What follows belongs to an exercise in optimizing a design on an open flow for small area and a short achievable clock period; a production flow would make more cautious choices. Function was checked by simulation only, so behaviour that the tests miss may differ from the original. Power figures rest on the tool's default switching activity, not on a simulated workload.

==> module SystolicArrayWS, before the edit <==
module SystolicArrayWS #(
    parameter ARR_WIDTH  = 8,
    parameter ARR_HEIGHT = 8,
    parameter WORD_WIDTH = 8
) (
    input clk,
    input reset_n,
    input [1:0] control,
    input [WORD_WIDTH*ARR_WIDTH-1:0]  w_in_vec,
    input [WORD_WIDTH*ARR_HEIGHT-1:0] a_in_vec,
    output [WORD_WIDTH*4*ARR_WIDTH-1:0] ps_out_vec
);
wire ld, cp, nld, ncp;
DEC u_dec (.control(control), .ld(ld), .cp(cp), .nld(nld), .ncp(ncp));
wire [7:0] wn_0 [0:7];
wire [7:0] wn_1 [0:7];
wire [7:0] wn_2 [0:7];
wire [7:0] wn_3 [0:7];
wire [7:0] wn_4 [0:7];
wire [7:0] wn_5 [0:7];
wire [7:0] wn_6 [0:7];
wire [7:0] wn_7 [0:7];
wire [7:0] wn_8 [0:7];
wire [7:0] an_0 [0:8];
wire [15:0] ps_0 [0:7];
wire [0:0] pc_0 [0:7];
wire [7:0] an_1 [0:8];
wire [16:0] ps_1 [0:7];
wire [1:0] pc_1 [0:7];
wire [7:0] an_2 [0:8];
wire [17:0] ps_2 [0:7];
wire [1:0] pc_2 [0:7];
wire [7:0] an_3 [0:8];
wire [17:0] ps_3 [0:7];
wire [1:0] pc_3 [0:7];
wire [7:0] an_4 [0:8];
wire [18:0] ps_4 [0:7];
wire [1:0] pc_4 [0:7];
wire [7:0] an_5 [0:8];
wire [18:0] ps_5 [0:7];
wire [1:0] pc_5 [0:7];
wire [7:0] an_6 [0:8];
wire [18:0] ps_6 [0:7];
wire [1:0] pc_6 [0:7];
wire [7:0] an_7 [0:8];
wire [18:0] ps_7 [0:7];
genvar c;
generate
    for (c = 0; c < 8; c = c + 1) begin : g_in
        assign wn_0[c] = w_in_vec[c*8 +: 8];
    end
    assign an_0[0] = a_in_vec[0 +: 8];
    assign an_1[0] = a_in_vec[8 +: 8];
    assign an_2[0] = a_in_vec[16 +: 8];
    assign an_3[0] = a_in_vec[24 +: 8];
    assign an_4[0] = a_in_vec[32 +: 8];
    assign an_5[0] = a_in_vec[40 +: 8];
    assign an_6[0] = a_in_vec[48 +: 8];
    assign an_7[0] = a_in_vec[56 +: 8];
    for (c = 0; c < 8; c = c + 1) begin : g_row0
        PE_R0 #(.COL(c)) pe_unit (
            .clk(clk),
            .reset_n(reset_n),
            .ld(ld),
            .cp(cp),
            .nld(nld),
            .ncp(ncp),
            .a_in(an_0[c]),
            .w_in(wn_0[c]),
            .an_out(an_0[c+1]),
            .wn_out(wn_1[c]),
            .pc_out(pc_0[c]),
            .ps_out(ps_0[c])
        );
    end
    for (c = 0; c < 8; c = c + 1) begin : g_row1
        PE_R1 #(.COL(c)) pe_unit (
            .clk(clk),
            .reset_n(reset_n),
            .ld(ld),
            .cp(cp),
            .nld(nld),
            .ncp(ncp),
            .a_in(an_1[c]),
            .w_in(wn_1[c]),
            .ps_in(ps_0[c]),
            .pc_in(pc_0[c]),
            .an_out(an_1[c+1]),
            .wn_out(wn_2[c]),
            .pc_out(pc_1[c]),
            .ps_out(ps_1[c])
        );
    end
    for (c = 0; c < 8; c = c + 1) begin : g_row2
        PE_R2 #(.COL(c)) pe_unit (
            .clk(clk),
            .reset_n(reset_n),
            .ld(ld),
            .cp(cp),
            .nld(nld),
            .ncp(ncp),
            .a_in(an_2[c]),
            .w_in(wn_2[c]),
            .ps_in(ps_1[c]),
            .pc_in(pc_1[c]),
            .an_out(an_2[c+1]),
            .wn_out(wn_3[c]),
            .pc_out(pc_2[c]),
            .ps_out(ps_2[c])
        );
    end
    for (c = 0; c < 8; c = c + 1) begin : g_row3
        PE_R3 #(.COL(c)) pe_unit (
            .clk(clk),
            .reset_n(reset_n),
            .ld(ld),
            .cp(cp),
            .nld(nld),
            .ncp(ncp),
            .a_in(an_3[c]),
            .w_in(wn_3[c]),
            .ps_in(ps_2[c]),
            .pc_in(pc_2[c]),
            .an_out(an_3[c+1]),
            .wn_out(wn_4[c]),
            .pc_out(pc_3[c]),
            .ps_out(ps_3[c])
        );
    end
    for (c = 0; c < 8; c = c + 1) begin : g_row4
        PE_R4 #(.COL(c)) pe_unit (
            .clk(clk),
            .reset_n(reset_n),
            .ld(ld),
            .cp(cp),
            .nld(nld),
            .ncp(ncp),
            .a_in(an_4[c]),
            .w_in(wn_4[c]),
            .ps_in(ps_3[c]),
            .pc_in(pc_3[c]),
            .an_out(an_4[c+1]),
            .wn_out(wn_5[c]),
            .pc_out(pc_4[c]),
            .ps_out(ps_4[c])
        );
    end
    for (c = 0; c < 8; c = c + 1) begin : g_row5
        PE_R5 #(.COL(c)) pe_unit (
            .clk(clk),
            .reset_n(reset_n),
            .ld(ld),
            .cp(cp),
            .nld(nld),
            .ncp(ncp),
            .a_in(an_5[c]),
            .w_in(wn_5[c]),
            .ps_in(ps_4[c]),
            .pc_in(pc_4[c]),
            .an_out(an_5[c+1]),
            .wn_out(wn_6[c]),
            .pc_out(pc_5[c]),
            .ps_out(ps_5[c])
        );
    end
    for (c = 0; c < 8; c = c + 1) begin : g_row6
        PE_R6 #(.COL(c)) pe_unit (
            .clk(clk),
            .reset_n(reset_n),
            .ld(ld),
            .cp(cp),
            .nld(nld),
            .ncp(ncp),
            .a_in(an_6[c]),
            .w_in(wn_6[c]),
            .ps_in(ps_5[c]),
            .pc_in(pc_5[c]),
            .an_out(an_6[c+1]),
            .wn_out(wn_7[c]),
            .pc_out(pc_6[c]),
            .ps_out(ps_6[c])
        );
    end
    for (c = 0; c < 8; c = c + 1) begin : g_row7
        PE_R7 #(.COL(c)) pe_unit (
            .clk(clk),
            .reset_n(reset_n),
            .ld(ld),
            .cp(cp),
            .nld(nld),
            .ncp(ncp),
            .a_in(an_7[c]),
            .w_in(wn_7[c]),
            .ps_in(ps_6[c]),
            .pc_in(pc_6[c]),
            .an_out(an_7[c+1]),
            .wn_out(wn_8[c]),
            .ps_out(ps_7[c])
        );
    end
    for (c = 0; c < 8; c = c + 1) begin : g_out
        wire old, onld;
        DECO u_deco (.control(control), .ld(old), .nld(onld));
        genvar b;
        for (b = 0; b < 8; b = b + 1) begin : g_lo
            OLO u_o (.ld(old), .wn(wn_8[c][b]), .p(ps_7[c][b]), .y(ps_out_vec[c*32+b]));
        end
        for (b = 8; b < 19; b = b + 1) begin : g_hi
            OHI u_o (.nld(onld), .p(ps_7[c][b]), .y(ps_out_vec[c*32+b]));
        end
        assign ps_out_vec[c*32+31:c*32+19] = 13'd0;
    end
endgenerate
endmodule
export LEC_CHECK = 0
export CAP_MARGIN = 20
export CORE_MARGIN = 2
export CORE_UTILIZATION = 55
export SLEW_MARGIN = 20
export SYNTH_HIERARCHICAL = 1
export SYNTH_MINIMUM_KEEP_SIZE = 0
create_clock -name core_clock -period 11.0 [get_ports {clk}]
standard.sh (not shown) runs the stock make flow with config.mk's settings and CLKGATE_MAP_FILE= SYNTH_SCRIPT=/design/flow/synth_recipe.tcl, a recipe that flattens the netlist after the stock synthesis.
==> flow/flow/run.sh <==
#!/bin/bash
# Layout flow: the standard ORFS flow (standard.sh), with
#  - pin regions that follow the array's dataflow (io.tcl),
#  - timing repair aimed below the clock period (SETUP_SLACK_MARGIN),
#  - small port buffers (every port still gets one),
#  - other settings from settings.sh.
# Each tool's output stays in orfs/logs/; standard.sh's own output goes to standard.log.
set -euo pipefail
here=$(pwd)
source "$here/flow/settings.sh"
bash "$here/standard.sh" \
  IO_CONSTRAINTS="$here/flow/io.tcl" \
  SETUP_SLACK_MARGIN="$MARGIN" \
  BUFFER_PORTS_ARGS="-buffer_cell $PORT_BUF" \
  $EXTRA \
  finish > "$here/standard.log" 2>&1
==> flow/flow/io.tcl <==
# Pin regions that follow the array's dataflow: activations enter on the left
# (row 0 at the top), weights on the top (column 0 at the left), partial sums
# leave at the bottom (column 0 at the left), with control in the middle of
# the bottom edge, next to the output multiplexers it drives.
set block [ord::get_db_block]
set die [$block getDieArea]
set dbu [$block getDbUnitsPerMicron]
set w [expr {double([$die xMax] - [$die xMin]) / $dbu}]
set h [expr {double([$die yMax] - [$die yMin]) / $dbu}]
set m 4.0

proc seg {len n k m} {
  set step [expr {($len - 2 * $m) / $n}]
  set lo [expr {$m + $k * $step}]
  set hi [expr {$lo + $step}]
  return [list [format %.2f $lo] [format %.2f $hi]]
}

for {set c 0} {$c < 8} {incr c} {
  set pins {}
  for {set b 0} {$b < 32} {incr b} { lappend pins "ps_out_vec\[[expr {32 * $c + $b}]\]" }
  lassign [seg $w 8 $c $m] lo hi
  set_io_pin_constraint -pin_names $pins -region bottom:$lo-$hi

  set pins {}
  for {set b 0} {$b < 8} {incr b} { lappend pins "w_in_vec\[[expr {8 * $c + $b}]\]" }
  set_io_pin_constraint -pin_names $pins -region top:$lo-$hi
}
for {set r 0} {$r < 8} {incr r} {
  set pins {}
  for {set b 0} {$b < 8} {incr b} { lappend pins "a_in_vec\[[expr {8 * $r + $b}]\]" }
  # row 0 at the top of the left edge
  lassign [seg $h 8 [expr {7 - $r}] $m] lo hi
  set_io_pin_constraint -pin_names $pins -region left:$lo-$hi
}
set mid [expr {$w / 2.0}]
set_io_pin_constraint -pin_names {control[0] control[1]} \
  -region bottom:[format %.2f [expr {$mid - 15}]]-[format %.2f [expr {$mid + 15}]]
==> flow/flow/settings.sh <==
MARGIN=5.75
PORT_BUF=sky130_fd_sc_hd__buf_2
EXTRA="CTS_CLUSTER_SIZE=30 CTS_CLUSTER_DIAMETER=100"
The starting point went through all stages and came out clean.
Next try:
--- a/flow/design.v
+++ b/flow/design.v
@@ -77,10 +77,24 @@
     input  p,
     output y
 );
 assign y = ld ? ~wn : p;
 endmodule
+module ND2 (
+    input  a,
+    input  b,
+    output y
+);
+assign y = ~(a & b);
+endmodule
+module ND2B (
+    input  a_n,
+    input  b,
+    output y
+);
+assign y = ~(~a_n & b);
+endmodule
 module OHI (
     input  nld,
     input  p,
     output y
 );
@@ -2633,11 +2647,14 @@
     for (c = 0; c < 8; c = c + 1) begin : g_out
         wire old, onld;
         DECO u_deco (.control(control), .ld(old), .nld(onld));
         genvar b;
         for (b = 0; b < 8; b = b + 1) begin : g_lo
-            OLO u_o (.ld(old), .wn(wn_8[c][b]), .p(ps_7[c][b]), .y(ps_out_vec[c*32+b]));
+            wire t1, t2;
+            ND2B u_t1 (.a_n(wn_8[c][b]), .b(old), .y(t1));
+            ND2 u_t2 (.a(onld), .b(ps_7[c][b]), .y(t2));
+            ND2 u_o (.a(t1), .b(t2), .y(ps_out_vec[c*32+b]));
         end
         for (b = 8; b < 19; b = b + 1) begin : g_hi
             OHI u_o (.nld(onld), .p(ps_7[c][b]), .y(ps_out_vec[c*32+b]));
         end
         assign ps_out_vec[c*32+31:c*32+19] = 13'd0;
=>
- combinational power came out lower by 3.4%
- design area went down by 0.53%
- wire length falls by 0.45%
- hold slack gets worse by 13 ps
- synthesized cell count increases by 0.44%
- total power goes down by 0.75%
- synthesized area is unchanged
- setup slack gets better by 13 ps
- final cell count stays flat
- non-clock buffer count drops by 113
- global-route usage stays flat
- flip-flop and latch count is unchanged
- register-to-register slack gets better by 40 ps

## static timing again, ports no longer ideal
How much do the figures lean on ideal ports? The routed layouts below were timed once more, with nothing changed but the port constraints. Step 1: set_driving_cell puts a clkbuf_16 on clk and a buf_2 on each other input, an assumption about the parent block. Step 2 times the ports against the registers' clock, not the clock port: input delays grow and output delays shrink by t, the midpoint of the rising clock arrivals with the driver on. Three values: ideal, step 1, step 2; two values: the first two.
run | t, ns | slack for setup (ns) | worst slew at a driven data input, ns
the first run | 1.014 | 5.759 / 5.530 / 5.488 | 0.31
the second run | 1.020 | 5.772 / 5.698 / 5.698 | 0.13
After both steps setup and hold are still met in every run listed. For the first run, which loses most, drivers alone change the setup slack by -0.229 ns; drivers and shift together by -0.271 ns.
